This is an optimization exercise on Yosys and OpenROAD, whose aim is small area and a short achievable clock period, not a production implementation.
Only simulation tests tie the RTL to the original design; equivalence was not proved.
Power and IR drop assume default switching activity.

==> flow/design.v (outline; a module is shown in full before it is edited, if it fits) <==
// module MAC_R0_0_16: 180 lines
// module MAC_R0_16_17: 301 lines
// module MAC_R0_17_18: 313 lines
// module MAC_R0_18_18: 313 lines
// module MAC_RN_0_16: 276 lines
// module MAC_RN_16_17: 389 lines
// module MAC_RN_17_18: 401 lines
// module MAC_RN_18_18: 401 lines
// module MMU: 53 lines
module MMU #(parameter depth=4, bit_width=8, acc_width=32, size=4)
(
   input          clk,
   input          control,
   input  [31:0]  data_arr,
   input  [31:0]  wt_arr,
   output [127:0] acc_out
);
  // ...
==> flow/flow/run.sh <==
#!/bin/bash
# Layout flow: the standard flow (standard.sh), with one change to
# synthesis: Yosys's synth runs without the quick ABC pass of its fine stage
# (synth -noabc), so that extract_fa meets the full and half adders as the
# RTL writes them and maps them without inverters around them. Registers
# and everything after synthesis are as in the standard flow.
set -euo pipefail
work=$(pwd)
sed 's/yosys synth -nofsm -noshare {\*}\$args/yosys synth -nofsm -noshare -noabc {*}$args/' \
  synth_recipe.tcl > own_synth.tcl
grep -q -- '-noabc' own_synth.tcl
bash standard.sh SYNTH_SCRIPT="$work/own_synth.tcl" finish > standard.log 2>&1
==> flow/standard.sh <==
#!/bin/bash
# synth_recipe.tcl (not shown) runs the flow's synth.tcl, then flattens the netlist and writes it again
# the make line also repeats each setting of config.mk as NAME=value (left out here)
make -C /OpenROAD-flow-scripts/flow DESIGN_CONFIG=/design/flow/config.mk WORK_HOME=/design/flow/orfs CLKGATE_MAP_FILE= SYNTH_SCRIPT=/design/flow/synth_recipe.tcl "${@:-finish}"
==> flow/config.mk <==
export PLATFORM = sky130hd
export DESIGN_NAME = MMU
export DESIGN_NICKNAME = MMU
export VERILOG_FILES = /design/flow/design.v
export SDC_FILE = /design/flow/constraint.sdc
export NUM_CORES = 4
export LEC_CHECK = 0
export CAP_MARGIN = 20
export CORE_MARGIN = 2
export CORE_UTILIZATION = 40
export CTS_CLUSTER_DIAMETER = 70
export CTS_CLUSTER_SIZE = 25
export SETUP_SLACK_MARGIN = 4.4
export SLEW_MARGIN = 20
==> flow/constraint.sdc <==
create_clock -name core_clock -period 7.0 [get_ports {clk}]
set_input_delay 1.4000 -clock core_clock [delete_from_list [all_inputs] [get_ports {clk}]]
set_output_delay 1.4000 -clock core_clock [all_outputs]
set_load 0.01 [all_outputs]
==> metrics.md, run 1 <==
| Metric | Value |
|---|---|
| Status | `finished clean` |
| GPL Wtd Cong | `0.869` |
| WP data arrival | `3.36 ns` |
| CTS Sinks | `1001` |
| Multi-input logic area | `0.0337 mm²` |
| Seq/Total Area, Yosys | `39.6%` |
| Signal buf overhead | `4.25%` |
| Sum Neg Setup Slack | `0 ns` |
| Adder-Cell Fraction of Synth Area | `32.1%` |
| DR pass1 iterations | `5` |
| Post-synthesis simple-gate area fraction | `11.8%` |
| Fmax | `356 MHz` |
| Synth Area in Compound Gates | `7.56%` |
| CP max FO | `3` |
| Static leakage | `28.6 nW` |
| Maximum vdd drop | `0.158 mV` |
| Psw | `6.31 mW` |
| Die area | `0.140 mm²` |
| Min-delay src | `row[0].g0.u_c0.m[1]$_DFF_P_` |
| Critical path type | `register to register` |
| Main flop type after synthesis | `dfxtp_1` |
| Cell depth of the worst flop-to-flop path | `10` |
| Clock-net power | `4.89 mW` |
| Hold Buf Count CTS | `0` |
| DRC errors left | `0` |
| Crit path to | `row[1].gn.u_c2.acc_out[15]$_SDFF_PP0_` |
| Vias in the first global route | `34.6k` |
| WL/cell | `16.9 µm` |
| RSZ-0062 raised after global routing | `yes` |
| Largest register FFs | `96` |
| R2r endpoint | `row[1].gn.u_c2.acc_out[15]$_SDFF_PP0_` |
| Inserted Clock Buffers | `78` |
| Main combinational cell family by area after synthesis | `adder cells` |
| Max-slew headroom | `42.7%` |
| Antenna Violating Nets Remaining | `0` |
| First-pass GRT wire length | `187000 µm` |
| Die X-Extent | `374 µm` |
| CP startpoint | `row[1].gn.u_c1.acc_out[6]$_SDFF_PP0_` |
| Total global-route track usage | `16.4%` |
==> run 2, diff against run 1 <==
==> flow/config.mk (replaced) <==
export PLATFORM = sky130hd
export DESIGN_NAME = MMU
export DESIGN_NICKNAME = MMU
export VERILOG_FILES = /design/flow/design.v
export SDC_FILE = /design/flow/constraint.sdc
export NUM_CORES = 4
export LEC_CHECK = 0
export CAP_MARGIN = 20
export CORE_MARGIN = 2
export CORE_UTILIZATION = 70
export CTS_CLUSTER_DIAMETER = 80
export CTS_CLUSTER_SIZE = 32
export SETUP_SLACK_MARGIN = 4.3
export SLEW_MARGIN = 20
==> run 2 against run 1 <==
Against the previous run:
- still clean
- final cell count decreased by 12%
- sequential share of layout area rose by 1.7 points
- clock power fell by 28%
- first-iteration DRC count is 34% higher
- combinational power down 6.6%
- via count grew 2.1%
- final area fell by 4.9%
- non-clock buffer count decreased by 54
- hold slack got worse by 0.0053 ns
- setup slack worse by 0.0020 ns
- sequential cell count unchanged
- sequential power hardly changed
- largest power group unchanged
==> metrics.md, run 2 <==
| Metric | Value |
|---|---|
| Status | `finished clean (unchanged)` |
| Largest net degree at the start of global routing | `142 (was 144)` |
| Total wire length | `112000 µm (was 115000 µm)` |
| Commonest cells after routing, fill and taps aside | `nor2_1 (983), dfxtp_1 (755), fa_1 (595) (was nor2_1 (964), dfxtp_1 (736), fa_1 (548))` |
| DR pass1 iterations | `5 (unchanged)` |
| Hold Crit Class | `register to register (unchanged)` |
| Maximum vdd drop | `0.246 mV (was 0.158 mV)` |
| Top-count cell post-synth | `nor2_1 (unchanged)` |
| Syn_area_per_cell | `11.3 µm² (unchanged)` |
| Static leakage | `28.0 nW (was 28.6 nW)` |
| Vias | `33.9k (was 33.2k)` |
| Via density | `5.67 (was 4.86)` |
| Setup violators final | `0 (unchanged)` |
| Port bufs | `137 (unchanged)` |
| CTS Sinks | `1001 (unchanged)` |
| Clock skew | `0.0352 ns (was 0.0363 ns)` |
| WP data arrival | `3.33 ns (was 3.36 ns)` |
| Total global-route track usage | `27.5% (was 16.4%)` |
| Critical path type | `register to register (unchanged)` |
| Syn Inst Count | `4838 (unchanged)` |
| Pwr/cell area | `273 mW/mm² (was 288 mW/mm²)` |
| Initial antenna violation count | `2 (was 1)` |
| Worst-Skew Late Latency | `0.65 ns (was 0.70 ns)` |
| Synthesized cell area | `0.0548 mm² (unchanged)` |
| Biggest register | `dn (unchanged)` |
| Fmax | `356 MHz (about the same)` |
| Main flop type after synthesis | `dfxtp_1 (unchanged)` |
| Post-synth cell types | `76 (unchanged)` |
| Final non-filler cell area | `0.0605 mm² (was 0.0636 mm²)` |
| Die area | `0.0805 mm² (was 0.140 mm²)` |
| Clk slew on worst S/H paths | `0.10 ns (was 0.09 ns)` |
| Seq/Total Area, Yosys | `39.6% (unchanged)` |
| Syn-to-layout area delta | `10.4% (was 16.0%)` |
| RSZ-0062 raised after global routing | `yes (unchanged)` |
| Yosys warnings | `10 (unchanged)` |
| Setup crit start kind | `register (unchanged)` |
| CP max FO | `4 (was 3)` |
| Largest register FFs | `96 (unchanged)` |
| WL/cell | `18.7 µm (was 16.9 µm)` |
| Worst EP required | `7.52 ns (was 7.55 ns)` |
| # nets final | `5981 (was 6066)` |
| Ys async rst share | `0% (unchanged)` |
| Inserted Clock Buffers | `47 (was 78)` |
| Top cell type's share of synthesized area | `30.6% (unchanged)` |
| Hold Buf Count CTS | `0 (unchanged)` |
| First-pass GRT wire length | `180000 µm (was 187000 µm)` |
| Period minus WS final | `2.81 ns (about the same)` |
| Initial Utilization | `70.7% (was 40.4%)` |
| Tightest Pin Transition | `0.924 ns (was 0.860 ns)` |
| Root Driver | `clkbuf_16 (unchanged)` |
| Fin crit share | `40.2% (was 40.1%)` |
| Top post-synthesis cells by area | `dfxtp_1 (31%), fa_1 (24%), edfxtp_1 (9.0%) (unchanged)` |
| Fill cell count | `5056 (was 12.3k)` |
| Flops & latches, synth | `1001 (unchanged)` |
| DP HPWL | `80900 µm (was 86200 µm)` |
| Multi-input logic area | `0.0330 mm² (was 0.0337 mm²)` |
| Max Slew Vio Count | `0 (unchanged)` |
| Fin util | `78.1% (was 46.8%)` |
| Iter 0 DRT Violations | `2305 (was 1726)` |
| Max-slew headroom | `38.4% (was 42.7%)` |
| Hold Fails Final Rpt | `0 (unchanged)` |
| Num ports | `194 (unchanged)` |
| Largest buffer count on any clock path | `3 (unchanged)` |
| Core Box Area | `0.0775 mm² (was 0.136 mm²)` |
| DIE HEIGHT | `284 µm (was 374 µm)` |
| Grt ovf | `0 (unchanged)` |
| Fraction of layout cells with a size suffix above 1 | `16.6% (was 22.8%)` |
| H-tree depth | `2 (was 3)` |
| Vias in the first global route | `34.0k (was 34.6k)` |
| Cell taking the most area after synthesis | `dfxtp_1 (unchanged)` |
| Core Rows | `102 (was 135)` |
| Final Power | `16.5 mW (was 18.3 mW)` |
| Max Cap Violations | `0 (unchanged)` |
| DRC errors left | `0 (unchanged)` |
| EDFF count, synth | `164 (unchanged)` |
| Top cells by count, synth | `nor2_1 (1040), dfxtp_1 (837), fa_1 (646) (unchanged)` |
| CTS tree | `yes (unchanged)` |
| Antenna Violating Nets Remaining | `0 (unchanged)` |
| Sequential Area | `0.0218 mm² (was 0.0219 mm²)` |
| CP Capture Type | `register (unchanged)` |
| Sum Neg Setup Slack | `0 ns (unchanged)` |
| Most common cell after layout, fill and taps aside | `nor2_1 (unchanged)` |
| DP Area | `0.0565 mm² (was 0.0575 mm²)` |
| Die X-Extent | `284 µm (was 374 µm)` |
| GPL Wtd Cong | `0.876 (was 0.869)` |
==> run 2: cells by family (layout without fill, tap and decap cells) <==
family | Yosys count | after routing | synth area share [%]
AO/OA/AOI/OAI | 593 | 593 | 7.56
XOR/XNOR | 200 | 200 | 3.20
adder cells (fa/ha/maj) | 1018 | 1018 | 32.1
buffers and inverters | 401 | 443 | 3.13
flip-flops | 1001 | 1001 | 39.6
multiplexers | 131 | 131 | 2.65
other | 1 | 57 | 0.00684
AND/OR/NAND/NOR | 1493 | 1493 | 11.8
==> run 2: per-layer routing <==
metal	GRT usage [%]	routed length [µm]	vias to the layer above
li1	-	-	15900
met1	42.7	52800	16800
met2	42.1	50500	1063
met3	3.71	6890	143
met4	5.08	1660	2
met5	0	13	-
==> run 2: area by class of cell <==
type / instances / area share (%)
clock buffers: 53 / 2.09
multi-input cells: 3491 / 54.6
well taps: 1040 / 2.15
flip-flops and latches: 1001 / 36.1
diodes: 1 / 0.00414
inverters: 63 / 0.397
clock inverters: 34 / 0.697
repair buffers: 293 / 4.02
==> run 2: repair_timing <==
action,4_1_cts,5_1_grt
endpoints found under the setup margin,273,181
gates resized for setup,306,237
hold endpoints to repair,0,0
buffers inserted,84,68
pin swaps,61,175
==> run 2: worst paths after layout <==
kind                                                   from                                    end  slack [ns]  cells after the start
worst max-delay path            row[0].g0.u_c2.m[7]$_DFF_P_  row[0].g0.u_c2.acc_out[16]$_SDFF_PP0_        4.19                     10
worst min-delay path            row[3].gn.u_c0.m[0]$_DFF_P_   row[3].gn.u_c0.acc_out[0]$_SDFF_PP0_        0.45                      1
worst max register to register  row[0].g0.u_c2.m[7]$_DFF_P_  row[0].g0.u_c2.acc_out[16]$_SDFF_PP0_        4.19                     10
worst min register to register  row[3].gn.u_c0.m[0]$_DFF_P_   row[3].gn.u_c0.acc_out[0]$_SDFF_PP0_        0.45                      1
==> run 2: per-stage QoR <==
step	hold WS [ns]	worst slack (ns)	cells
2_1_floorplan	0.414	3.89	4893
3_3_place_gp	0.427	2.94	5736
3_5_place_dp	0.423	2.93	5736
4_1_cts	0.449	4.15	5907
5_1_grt	0.467	4.11	5976
6_report	0.447	4.19	5976
==> run 2: worst max-delay path: stages (launching register included) <==
cell and delay (ns):
dfxtp_2 0.34, fa_1 0.60, ha_4 0.24, a21o_1 0.17, a21oi_2 0.18, o31ai_4 0.11, a31oi_4 0.17, o21ai_2 0.08
o31a_1 0.27, a31oi_1 0.18, mux2_1 0.35
==> run 2: report_power, final <==
part	internal, mW	switching, mW
logic	2.73	2.97
registers	6.65	0.667
clock network	1.47	2.05
total	10.8	5.68
==> run 3, diff against run 2 <==
--- a/flow/config.mk
+++ b/flow/config.mk
@@ -10,5 +10,5 @@
 export CORE_UTILIZATION = 70
 export CTS_CLUSTER_DIAMETER = 80
 export CTS_CLUSTER_SIZE = 32
-export SETUP_SLACK_MARGIN = 4.3
+export SETUP_SLACK_MARGIN = 4.0
 export SLEW_MARGIN = 20
==> run 3 against run 2 <==
Against the previous run:
- critical path depth down 5
- clock-buffer cell count up 7
- core utilization fell by 3.0 points
- sequential cell count is the same
- sequential share of layout area rose by 1.2 points
- synthesized cell count unchanged
- via count shrank 3.1%
- global-route usage down 0.93 points
- register-to-register slack worse by 0.14 ns
- critical endpoint is now row[0].g0.u_c3.m[15]$_DFF_P_
- clock skew is 0.0092 ns lower
==> metrics.md, run 3 <==
| Metric | Value |
|---|---|
| Largest register FFs | `96 (unchanged)` |
| H-tree depth | `2 (unchanged)` |
| Initial Utilization | `70.7% (unchanged)` |
| CP most frequent cell | `fa_1` |
| Fmax | `338 MHz (was 356 MHz)` |
| Yosys warnings | `10 (unchanged)` |
| Period minus WS final | `2.96 ns (was 2.81 ns)` |
| Post-synth cell types | `76 (unchanged)` |
| CTS Sinks | `1001 (unchanged)` |
| Root Driver | `clkbuf_16 (unchanged)` |
| Core Rows | `102 (unchanged)` |
| Fin crit share | `42.3% (was 40.2%)` |
| Clock skew | `0.0259 ns (was 0.0352 ns)` |
| Status | `finished clean (unchanged)` |
| Final Power | `15.8 mW (was 16.5 mW)` |
| Largest net degree at the start of global routing | `138 (was 142)` |
| Ant diodes | `0 (was 1)` |
| Ys async rst share | `0% (unchanged)` |
| WP data arrival | `3.48 ns (was 3.33 ns)` |
| Top post-synthesis cells by area | `dfxtp_1 (31%), fa_1 (24%), edfxtp_1 (9.0%) (unchanged)` |
| Commonest cells after routing, fill and taps aside | `nor2_1 (1039), dfxtp_1 (836), fa_1 (646) (was nor2_1 (983), dfxtp_1 (755), fa_1 (595))` |
| Biggest register | `dn (unchanged)` |
| CP startpoint | `data_arr[28] (was row[0].g0.u_c2.m[7]$_DFF_P_)` |
| WL/cell | `18.1 µm (was 18.7 µm)` |
| Clk slew on worst S/H paths | `0.12 ns (was 0.10 ns)` |
| CP peak stage delay | `0.54 ns (was 0.60 ns)` |
| Vias in the first global route | `33.2k (was 34.0k)` |
| Maximum vdd drop | `0.203 mV (was 0.246 mV)` |
| DR pass1 iterations | `5 (unchanged)` |
| Cell taking the most area after synthesis | `dfxtp_1 (unchanged)` |
| Placed Cells | `5740 (was 5736)` |
| Top cells by count, synth | `nor2_1 (1040), dfxtp_1 (837), fa_1 (646) (unchanged)` |
| Inserted Clock Buffers | `45 (was 47)` |
| Setup violators final | `0 (unchanged)` |
| Die X-Extent | `284 µm (unchanged)` |
| Max Cap Violations | `0 (unchanged)` |
| Iter 0 DRT Violations | `2148 (was 2305)` |
| RR Startpoint | `row[0].g0.u_c1.acc_out[4]$_SDFF_PP0_ (was row[0].g0.u_c2.m[7]$_DFF_P_)` |
| Fin util | `75.1% (was 78.1%)` |
| Min-delay src | `row[1].gn.u_c0.m[0]$_DFF_P_ (was row[3].gn.u_c0.m[0]$_DFF_P_)` |
| Hold Buf Count CTS | `0 (unchanged)` |
| RSZ-0062 raised after global routing | `yes (unchanged)` |
| Multi-input logic area | `0.0318 mm² (was 0.0330 mm²)` |
| Worst-Skew Late Latency | `0.64 ns (was 0.65 ns)` |
| Num ports | `194 (unchanged)` |
| EDFF count, synth | `164 (unchanged)` |
| Sequential Area | `0.0217 mm² (was 0.0218 mm²)` |
| Initial antenna violation count | `0 (was 2)` |
| Syn-to-layout area delta | `6.10% (was 10.4%)` |
| CP max FO | `12 (was 4)` |
| DIE HEIGHT | `284 µm (unchanged)` |
| Grt ovf | `0 (unchanged)` |
| Syn Inst Count | `4838 (unchanged)` |
| Total wire length | `106000 µm (was 112000 µm)` |
| CTS tree | `yes (unchanged)` |
| DP HPWL | `80900 µm (about the same)` |
| # nets final | `5834 (was 5981)` |
| Hold Fails Final Rpt | `0 (unchanged)` |
| Static leakage | `27.1 nW (was 28.0 nW)` |
| Crit-path cells | `clkdlybuf4s15_1 -> mux2_2 -> a22o_1 -> fa_1 -> fa_1 (was fa_1 -> ha_4 -> a21o_1 -> a21oi_2 -> o31ai_4 -> a31oi_4 -> o21ai_2 -> o31a_1 -> a31oi_1 -> mux2_1)` |
| Sum Neg Setup Slack | `0 ns (unchanged)` |
| Final Instance Count excl. Fillers | `5827 (was 5976)` |
| Main flop type after synthesis | `dfxtp_1 (unchanged)` |
| Fill cell count | `5373 (was 5056)` |
| Fraction of layout cells with a size suffix above 1 | `6.98% (was 16.6%)` |
| Setup crit start kind | `primary input (was register)` |
| Slowest-stage cell, CP | `clkdlybuf4s15_1 (was fa_1)` |
| Via density | `5.63 (was 5.67)` |
| Critical path type | `primary input to register (was register to register)` |
| Antenna Violating Nets Remaining | `0 (unchanged)` |
| Synthesized cell area | `0.0548 mm² (unchanged)` |
| Top cell type's share of synthesized area | `30.6% (unchanged)` |
| Max Slew Vio Count | `0 (unchanged)` |
| Syn_area_per_cell | `11.3 µm² (unchanged)` |
| Hold Crit Class | `register to register (unchanged)` |
| CP Capture Type | `register (unchanged)` |
| First-pass GRT wire length | `174000 µm (was 180000 µm)` |
| Total global-route track usage | `26.6% (was 27.5%)` |
| Flops & latches, synth | `1001 (unchanged)` |
| Seq/Total Area, Yosys | `39.6% (unchanged)` |
| GPL Wtd Cong | `0.881 (was 0.876)` |
| Most common cell after layout, fill and taps aside | `nor2_1 (unchanged)` |
| Tightest Pin Transition | `0.996 ns (was 0.924 ns)` |
| Port bufs | `137 (unchanged)` |
| Top-count cell post-synth | `nor2_1 (unchanged)` |
| Die area | `0.0805 mm² (unchanged)` |
| Worst EP required | `7.52 ns (about the same)` |
| Vias | `32.8k (was 33.9k)` |
| Core Box Area | `0.0775 mm² (unchanged)` |
| Largest buffer count on any clock path | `3 (unchanged)` |
| Max-slew headroom | `33.6% (was 38.4%)` |
| DRC errors left | `0 (unchanged)` |
| Pwr/cell area | `272 mW/mm² (was 273 mW/mm²)` |
[run 3: cell counts after synthesis]
No cell type changed its count.
[run 3: critical path: cells and delay by family]
kind	cells	cell delay [ns]
fa+ha+maj	2	0.94
buf+inv	1	0.54
compound gates	1	0.20
mux	1	0.40
[run 3: metal layers]
layer | global-route usage, % | vias to the layer above | wire length [µm]
met5 | 0 | - | 0
met4 | 4.68 | 0 | 1460
met3 | 3.56 | 109 | 6200
met2 | 40.1 | 979 | 46500
met1 | 41.9 | 16100 | 51400
li1 | - | 15600 | -
[run 3: worst paths after layout]
path | to | slack (ns) | depth (start not counted)
max | row[0].g0.u_c3.m[15]$_DFF_P_ | 4.04 | 5
min | row[1].gn.u_c0.acc_out[0]$_SDFF_PP0_ | 0.46 | 1
max reg2reg | row[0].g0.u_c2.acc_out[16]$_SDFF_PP0_ | 4.05 | 10
min reg2reg | row[1].gn.u_c0.acc_out[0]$_SDFF_PP0_ | 0.46 | 1
[run 3: cells by family after synthesis]
group,share of synthesized area (%)
flops,39.6
buf+inv,3.13
fa+ha+maj,32.1
other cells,0.00684
xor+xnor,3.20
simple gates,11.8
compound gates,7.56
mux,2.65
[run 3: repair_timing]
action / in CTS / in global routing
pin swaps: 1 / 9
buffers inserted: 1 / 2
setup endpoints to repair: 51 / 46
resized for setup: 27 / 43
[run 3: report_power, final]
part           total (mW)  internal [mW]  switching (mW)
Clock                3.41           1.43            1.98
Combinational        5.12           2.42            2.70
Sequential           7.30           6.64           0.664
[run 3: stage by stage]
stage	area, µm²	hold slack [ns]	worst slack (ns)
after CTS	58000	0.452	3.97
final	58100	0.463	4.04
after detailed placement	56300	0.439	2.97
after floorplan	55300	0.414	3.89
after global placement	56300	0.425	2.96
after global routing	58100	0.468	3.90
[run 3: final cells by class]
| type | instances | area share [%] |
|---|---|---|
| tap | 1040 | 2.24 |
| clock inverter | 24 | 0.555 |
| inverter | 63 | 0.407 |
| timing repair buffer | 148 | 2.52 |
| multi-input combinational | 3491 | 54.8 |
| clock buffer | 60 | 2.23 |
| sequential | 1001 | 37.3 |
==> run 4, diff against run 3 <==
--- a/flow/config.mk
+++ b/flow/config.mk
@@ -10,5 +10,5 @@
 export CORE_UTILIZATION = 70
 export CTS_CLUSTER_DIAMETER = 80
 export CTS_CLUSTER_SIZE = 32
-export SETUP_SLACK_MARGIN = 4.0
+export SETUP_SLACK_MARGIN = 4.1
 export SLEW_MARGIN = 20
==> run 4 against run 3 <==
Against the previous run:
- still clean on timing, DRC and antenna
- wire length increased by 1.3%
- core utilization increased by 0.72 points
- first-iteration DRC count increased by 0.19%
- synthesized cell count unchanged
- clock-buffer cell count unchanged
- critical path type is now register to register
- largest power group unchanged
==> metrics.md, run 4 <==
| Metric | Value |
|---|---|
| Status | `finished clean (unchanged)` |
| Pwr/cell area | `273 mW/mm² (was 272 mW/mm²)` |
| Max-slew headroom | `38.1% (was 33.6%)` |
| Iter 0 DRT Violations | `2152 (was 2148)` |
| Ys async rst share | `0% (unchanged)` |
| Hold Crit Class | `register to register (unchanged)` |
| Syn Inst Count | `4838 (unchanged)` |
| First-pass GRT wire length | `175000 µm (was 174000 µm)` |
| Slowest-stage cell, CP | `fa_1 (was clkdlybuf4s15_1)` |
| Max Slew Vio Count | `0 (unchanged)` |
| Post-synth cell types | `76 (unchanged)` |
| CP most frequent cell | `a21o_1 (was fa_1)` |
| Port bufs | `137 (unchanged)` |
| Syn-to-layout area delta | `7.11% (was 6.10%)` |
| CTS Sinks | `1001 (unchanged)` |
| Final non-filler cell area | `0.0587 mm² (was 0.0581 mm²)` |
| Combinational Power Share | `32.4% (was 32.3%)` |
| Flops & latches, synth | `1001 (unchanged)` |
| Root Driver | `clkbuf_16 (unchanged)` |
| Vias in the first global route | `32.9k (was 33.2k)` |
| Largest buffer count on any clock path | `3 (unchanged)` |
| Die X-Extent | `284 µm (unchanged)` |
| DR pass1 iterations | `5 (unchanged)` |
| DRC errors left | `0 (unchanged)` |
| Commonest cells after routing, fill and taps aside | `nor2_1 (1039), dfxtp_1 (825), fa_1 (636) (was nor2_1 (1039), dfxtp_1 (836), fa_1 (646))` |
| Setup crit start kind | `register (was primary input)` |
| H-tree depth | `2 (unchanged)` |
| Worst EP required | `7.51 ns (was 7.52 ns)` |
| Clock skew | `0.0184 ns (was 0.0259 ns)` |
| Ant diodes | `0 (unchanged)` |
| Switching Share | `33.9% (was 33.8%)` |
| Fraction of layout cells with a size suffix above 1 | `9.05% (was 6.98%)` |
| Max Cap Violations | `0 (unchanged)` |
| Period minus WS final | `2.88 ns (was 2.96 ns)` |
| Syn_area_per_cell | `11.3 µm² (unchanged)` |
| Tightest Pin Transition | `0.928 ns (was 0.996 ns)` |
| Clk slew on worst S/H paths | `0.11 ns (was 0.12 ns)` |
| Register share of total power | `45.6% (was 46.1%)` |
| Psw | `5.44 mW (was 5.34 mW)` |
| Critical path type | `register to register (was primary input to register)` |
| Biggest register | `dn (unchanged)` |
| Setup violators final | `0 (unchanged)` |
| Largest register FFs | `96 (unchanged)` |
| DIE HEIGHT | `284 µm (unchanged)` |
| Worst-Skew Late Latency | `0.64 ns (about the same)` |
| Power share of the clock group | `22.0% (was 21.5%)` |
| Sum Neg Setup Slack | `0 ns (unchanged)` |
| Met3 Usage GRT | `3.48% (was 3.56%)` |
| DP HPWL | `80800 µm (was 80900 µm)` |
| Seq/Total Area, Yosys | `39.6% (unchanged)` |
| DP Area | `0.0564 mm² (was 0.0563 mm²)` |
| Inserted Clock Buffers | `46 (was 45)` |
| Vias | `33.3k (was 32.8k)` |
| CP max FO | `3 (was 12)` |
| Most common cell after layout, fill and taps aside | `nor2_1 (unchanged)` |
| RSZ-0062 raised after global routing | `yes (unchanged)` |
| Internal Power | `10.6 mW (was 10.5 mW)` |
| Final Instance Count excl. Fillers | `5870 (was 5827)` |
| Placed Cells | `5736 (was 5740)` |
| Maximum vdd drop | `0.210 mV (was 0.203 mV)` |
| Die area | `0.0805 mm² (unchanged)` |
| Crit-path cells | `fa_1 -> ha_4 -> a21o_1 -> a21o_1 -> a2111oi_4 -> o31ai_4 -> o311ai_4 -> o21ai_2 -> xnor2_1 -> nor2_1 (was clkdlybuf4s15_1 -> mux2_2 -> a22o_1 -> fa_1 -> fa_1)` |
| CP peak stage delay | `0.60 ns (was 0.54 ns)` |
| Global Route met2 Usage | `40.5% (was 40.1%)` |
| EDFF count, synth | `164 (unchanged)` |
| Total global-route track usage | `26.6% (about the same)` |
| Main flop type after synthesis | `dfxtp_1 (unchanged)` |
| CTS tree | `yes (unchanged)` |
| Fmax | `347 MHz (was 338 MHz)` |
| WP data arrival | `3.40 ns (was 3.48 ns)` |
| # nets final | `5876 (was 5834)` |
| Static leakage | `27.5 nW (was 27.1 nW)` |
| Cell taking the most area after synthesis | `dfxtp_1 (unchanged)` |
| Final Power | `16.0 mW (was 15.8 mW)` |
| Initial antenna violation count | `0 (unchanged)` |
| Num ports | `194 (unchanged)` |
| Yosys warnings | `10 (unchanged)` |
| Top post-synthesis cells by area | `dfxtp_1 (31%), fa_1 (24%), edfxtp_1 (9.0%) (unchanged)` |
| Core Rows | `102 (unchanged)` |
| Top cells by count, synth | `nor2_1 (1040), dfxtp_1 (837), fa_1 (646) (unchanged)` |
| WL/cell | `18.2 µm (was 18.1 µm)` |
| Largest net degree at the start of global routing | `160 (was 138)` |
| Via density | `5.67 (was 5.63)` |
| Top cell type's share of synthesized area | `30.6% (unchanged)` |
| Grt ovf | `0 (unchanged)` |
| Core Box Area | `0.0775 mm² (unchanged)` |
| Hold Fails Final Rpt | `0 (unchanged)` |
| Met1 Resource Use GR | `42.1% (was 41.9%)` |
| CP Capture Type | `register (unchanged)` |
| Synthesized cell area | `0.0548 mm² (unchanged)` |
| Antenna Violating Nets Remaining | `0 (unchanged)` |
| Fin crit share | `41.2% (was 42.3%)` |
| Top-count cell post-synth | `nor2_1 (unchanged)` |
| GPL Wtd Cong | `0.877 (was 0.881)` |
| GRT busiest layer | `met1 (unchanged)` |
| Total wire length | `107000 µm (was 106000 µm)` |
| Initial Utilization | `70.7% (unchanged)` |
[run 4: cell counts after synthesis]
No cell type changed its count.
[run 4: cell families (layout without fill, tap and decap cells)]
family	after synthesis	count (layout)	share of synthesized area (%)
DFF	1001	1001	39.6
buffers and inverters	401	338	3.13
xor gates and xnor gates	200	200	3.20
and+or+nand+nor	1493	1493	11.8
muxes	131	131	2.65
other	1	56	0.00684
AOI/OAI and AO/OA	593	593	7.56
adders and majority gates	1018	1018	32.1
[run 4: critical path, delay by kind of cell, from the launching register on]
kind / cells / cell delay, ns
xor+xnor: 1 / 0.14
simple gates: 1 / 0.06
fa+ha+maj: 2 / 0.83
flops: 1 / 0.34
compound gates: 6 / 1.38
[run 4: timing repair]
item                                    4_1_cts  5_1_grt
setup buffers                                 1       47
pin swaps                                     3       40
cloned                                        0        0
endpoints found under the setup margin      133       79
resized for setup                           123       84
hold buffers                                  0        0
[run 4: through the flow]
step	util, %	hold WS [ns]	setup WS [ns]
after floorplan	-	0.414	3.89
after global placement	72.7	0.430	2.98
after detailed placement	72.7	0.427	2.96
after CTS	74.9	0.434	4.10
after global routing	75.8	0.451	3.99
final	75.8	0.434	4.12
[run 4: final cells by class]
type | count | area [µm²]
timing repair buffer | 189 | 1650
clock inverter | 26 | 385
clock buffer | 60 | 1320
multi-input combinational | 3491 | 32100
inverter | 63 | 236
sequential | 1001 | 21700
fill | 5242 | 18800
tap | 1040 | 1300
[run 4: path summary, 6_finish.rpt]
kind,startpoint,endpoint,slack [ns],cells after the start
worst min register to register,row[3].gn.u_c0.m[0]$_DFF_P_,row[3].gn.u_c0.acc_out[0]$_SDFF_PP0_,0.43,1
worst min-delay path,row[3].gn.u_c0.m[0]$_DFF_P_,row[3].gn.u_c0.acc_out[0]$_SDFF_PP0_,0.43,1
worst max-delay path,row[1].gn.u_c1.m[4]$_DFF_P_,row[1].gn.u_c1.acc_out[14]$_SDFF_PP0_,4.12,10
worst max register to register,row[1].gn.u_c1.m[4]$_DFF_P_,row[1].gn.u_c1.acc_out[14]$_SDFF_PP0_,4.12,10
[run 4: per-layer routing]
layer	vias up	share of wire, %
met1	16500	49
met3	95	5.8
met4	0	1.1
met5	-	0
met2	990	45
li1	15700	-
[run 4: power groups by stage]
stage / Sequential (mW) / Clock [mW] / Combinational, mW
floorplan: 7.12 / 0 / 4.01
global placement: 7.43 / 0 / 4.84
CTS: 7.31 / 3.60 / 4.97
global route: 7.40 / 3.81 / 5.89
finish: 7.31 / 3.52 / 5.19
detailed placement: 7.45 / 0 / 4.97
==> run 5, diff against run 4 <==
--- a/flow/config.mk
+++ b/flow/config.mk
@@ -10,5 +10,5 @@
 export CORE_UTILIZATION = 70
 export CTS_CLUSTER_DIAMETER = 80
 export CTS_CLUSTER_SIZE = 32
-export SETUP_SLACK_MARGIN = 4.1
+export SETUP_SLACK_MARGIN = 4.2
 export SLEW_MARGIN = 20
==> run 5 against run 4 <==
Against the previous run:
- register-to-register slack better by 0.098 ns
- combinational power is 3% higher
- clock-buffer cell count is 6 lower
- non-clock buffer count is 64 higher
- critical path depth is 1 lower
- largest power group unchanged
==> metrics.md, run 5 <==
| Metric | Value |
|---|---|
| Clk slew on worst S/H paths | `0.12 ns (was 0.11 ns)` |
| Static leakage | `27.8 nW (was 27.5 nW)` |
| Status | `finished clean (unchanged)` |
| EDFF count, synth | `164 (unchanged)` |
| Slowest-stage cell, CP | `fa_1 (unchanged)` |
| Via density | `5.63 (was 5.67)` |
| Cell taking the most area after synthesis | `dfxtp_1 (unchanged)` |
| Top post-synthesis cells by area | `dfxtp_1 (31%), fa_1 (24%), edfxtp_1 (9.0%) (unchanged)` |
| Worst-Skew Late Latency | `0.65 ns (was 0.64 ns)` |
| Seq/Total Area, Yosys | `39.6% (unchanged)` |
| Synthesized cell area | `0.0548 mm² (unchanged)` |
| Root Driver | `clkbuf_16 (unchanged)` |
| Yosys warnings | `10 (unchanged)` |
| Largest delay contributor family on the critical path | `compound AO/OA/AOI/OAI gates (unchanged)` |
| Final setup margin | `4.21 ns (was 4.12 ns)` |
| Pre-CTS setup slack | `2.90 ns (was 2.96 ns)` |
| WL/cell | `18.3 µm (was 18.2 µm)` |
| Max Slew Vio Count | `0 (unchanged)` |
| Max-slew headroom | `46.6% (was 38.1%)` |
| H-tree depth | `2 (unchanged)` |
| Commonest cells after routing, fill and taps aside | `nor2_1 (1025), dfxtp_1 (779), fa_1 (627) (was nor2_1 (1039), dfxtp_1 (825), fa_1 (636))` |
| Inserted Clock Buffers | `45 (was 46)` |
| CP peak stage delay | `0.51 ns (was 0.60 ns)` |
| Post-synth cell types | `76 (unchanged)` |
| Setup crit start kind | `register (unchanged)` |
| CP Capture Type | `register (unchanged)` |
| Sum Neg Setup Slack | `0 ns (unchanged)` |
| Top cells by count, synth | `nor2_1 (1040), dfxtp_1 (837), fa_1 (646) (unchanged)` |
| Main flop type after synthesis | `dfxtp_1 (unchanged)` |
| Largest register FFs | `96 (unchanged)` |
| Die X-Extent | `284 µm (unchanged)` |
| Core Box Area | `0.0775 mm² (unchanged)` |
| Initial Utilization | `70.7% (unchanged)` |
| Vias in the first global route | `33.5k (was 32.9k)` |
| Total global-route track usage | `27.0% (was 26.6%)` |
| Vias | `33.4k (was 33.3k)` |
| Top-count cell post-synth | `nor2_1 (unchanged)` |
| Largest buffer count on any clock path | `3 (unchanged)` |
| Antenna Violating Nets Remaining | `0 (unchanged)` |
| Ant diodes | `0 (unchanged)` |
| Pwr/cell area | `269 mW/mm² (was 273 mW/mm²)` |
| First-pass GRT wire length | `176000 µm (was 175000 µm)` |
| Hold Fails Final Rpt | `0 (unchanged)` |
| WP data arrival | `3.31 ns (was 3.40 ns)` |
| Total wire length | `108000 µm (was 107000 µm)` |
| RSZ-0062 raised after global routing | `yes (unchanged)` |
| DP HPWL | `80800 µm (about the same)` |
| DIE HEIGHT | `284 µm (unchanged)` |
| DR pass1 iterations | `5 (unchanged)` |
| Ys async rst share | `0% (unchanged)` |
| Hold Crit Class | `register to register (unchanged)` |
| GPL Wtd Cong | `0.882 (was 0.877)` |
| Critical path type | `register to register (unchanged)` |
| Worst EP required | `7.52 ns (was 7.51 ns)` |
| Syn-to-layout area delta | `8.41% (was 7.11%)` |
| Syn Inst Count | `4838 (unchanged)` |
| Crit-path cells | `fa_1 -> ha_1 -> a21o_1 -> a2111oi_4 -> o31ai_4 -> o311ai_4 -> buf_4 -> xor2_1 -> nor2_1 (was fa_1 -> ha_4 -> a21o_1 -> a21o_1 -> a2111oi_4 -> o31ai_4 -> o311ai_4 -> o21ai_2 -> xnor2_1 -> nor2_1)` |
| Period minus WS final | `2.79 ns (was 2.88 ns)` |
| Biggest register | `dn (unchanged)` |
| CP max FO | `3 (unchanged)` |
| Largest net degree at the start of global routing | `156 (was 160)` |
| Maximum vdd drop | `0.166 mV (was 0.210 mV)` |
| Most common cell after layout, fill and taps aside | `nor2_1 (unchanged)` |
| Syn_area_per_cell | `11.3 µm² (unchanged)` |
| Iter 0 DRT Violations | `2223 (was 2152)` |
| Core Rows | `102 (unchanged)` |
| DP Area | `0.0564 mm² (about the same)` |
| Fraction of layout cells with a size suffix above 1 | `12.4% (was 9.05%)` |
| Max Cap Violations | `0 (unchanged)` |
| Final Power | `16.0 mW (about the same)` |
| Worst hold slack | `0.448 ns (was 0.434 ns)` |
| Initial antenna violation count | `0 (unchanged)` |
| Port bufs | `137 (unchanged)` |
| Setup violators final | `0 (unchanged)` |
| CTS tree | `yes (unchanged)` |
| # nets final | `5939 (was 5876)` |
| Fin crit share | `39.8% (was 41.2%)` |
| Top cell type's share of synthesized area | `30.6% (unchanged)` |
| Grt ovf | `0 (unchanged)` |
| Num ports | `194 (unchanged)` |
| Worst Path Buf+Inv | `1 (was 0)` |
| Hold Buf Count CTS | `0 (unchanged)` |
| DRC errors left | `0 (unchanged)` |
| CTS Sinks | `1001 (unchanged)` |
| Final non-filler cell area | `0.0594 mm² (was 0.0587 mm²)` |
| Fmax | `359 MHz (was 347 MHz)` |
| Tightest Pin Transition | `0.800 ns (was 0.928 ns)` |
| Flops & latches, synth | `1001 (unchanged)` |
| Die area | `0.0805 mm² (unchanged)` |
| Clock skew | `0.0332 ns (was 0.0184 ns)` |
==> run 5: logic make-up (layout without fill, tap and decap cells) <==
logic type      after synthesis  in the layout  synth area share (%)
simple gates               1493           1493                  11.8
fa+ha+maj                  1018           1018                  32.1
flops                      1001           1001                  39.6
compound gates              593            593                  7.56
buf+inv                     401            397                  3.13
xor+xnor                    200            200                  3.20
mux                         131            131                  2.65
other cells                   1             56               0.00684
==> run 5: stage by stage <==
step / utilization [%] / instances
finish: 76.7 / 5929
CTS: 75.4 / 5858
global route: 76.7 / 5929
detailed placement: 72.8 / 5739
global placement: 72.8 / 5739
floorplan: - / 4893
==> run 5: final cells by class <==
type                    count  area [µm²]
clock buffers              54        1230
clock inverters            27         332
fillers                  5188       18100
inverters                  63         236
multi-input cells        3491       32400
flip-flops and latches   1001       21800
well taps                1040        1300
repair buffers            253        2110
==> run 5: power by group <==
group	leakage [nW]	switching (mW)	internal (mW)
clock	0.774	1.97	1.37
combinational	18.5	2.81	2.53
sequential	8.49	0.656	6.64
total	27.8	5.43	10.5
==> run 5: worst paths after layout <==
check	from	to	slack, ns	cells past startpoint
setup / recovery	row[1].gn.u_c0.acc_out[3]$_SDFF_PP0_	row[1].gn.u_c1.acc_out[12]$_SDFF_PP0_	4.21	9
hold / removal	row[3].gn.u_c0.m[0]$_DFF_P_	row[3].gn.u_c0.acc_out[0]$_SDFF_PP0_	0.45	1
setup reg to reg	row[1].gn.u_c0.acc_out[3]$_SDFF_PP0_	row[1].gn.u_c1.acc_out[12]$_SDFF_PP0_	4.21	9
hold reg to reg	row[3].gn.u_c0.m[0]$_DFF_P_	row[3].gn.u_c0.acc_out[0]$_SDFF_PP0_	0.45	1
==> run 5: routing by layer <==
metal	up-vias	track usage (%)	wire (µm)
met5	-	0	0
met4	0	5.21	1540
met3	108	3.56	6710
met2	1079	40.7	47800
met1	16400	42.3	52200
li1	15800	-	-
==> run 5: timing repair <==
item	in CTS	in global routing
pin swaps	26	59
resized for setup	174	164
setup buffers	38	71
setup endpoints to repair	173	153

==> what the ideal ports hide <==
No port has a modelled driver above. Below, the same layouts with a new extraction and two added sets of constraints. Step 1 assumes that a clkbuf_16 drives the clock port and a buf_2 every other input. Step 2 adds t to the input delays and takes it off the output delays; t is the mean of the earliest and latest rising clock arrival at the registers after step 1. Input paths then give back, and output paths get back, about the clock's delay inside the block. Slacks: ideal ports / drivers / drivers and shift; pairs: ideal ports / drivers.
run | shift t [ns] | setup slack, ns | slew at the worst register clock pin (ns) | worst data-port slew with drivers (ns)
run 1 | 0.750 | 4.190 / 4.190 / 3.697 | 0.10 / 0.10 | 0.05
run 2 | 0.703 | 4.188 / 4.188 / 3.671 | 0.12 / 0.12 | 0.06
run 3 | 0.700 | 4.038 / 4.000 / 3.381 | 0.12 / 0.12 | 0.06
run 4 | 0.701 | 4.117 / 4.117 / 3.494 | 0.12 / 0.12 | 0.06
run 5 | 0.701 | 4.214 / 4.214 / 3.548 | 0.12 / 0.12 | 0.05
After both steps every run listed still meets setup and hold. For run 5, which loses most, drivers alone change the setup slack by 0.000 ns; drivers and shift together by -0.666 ns.
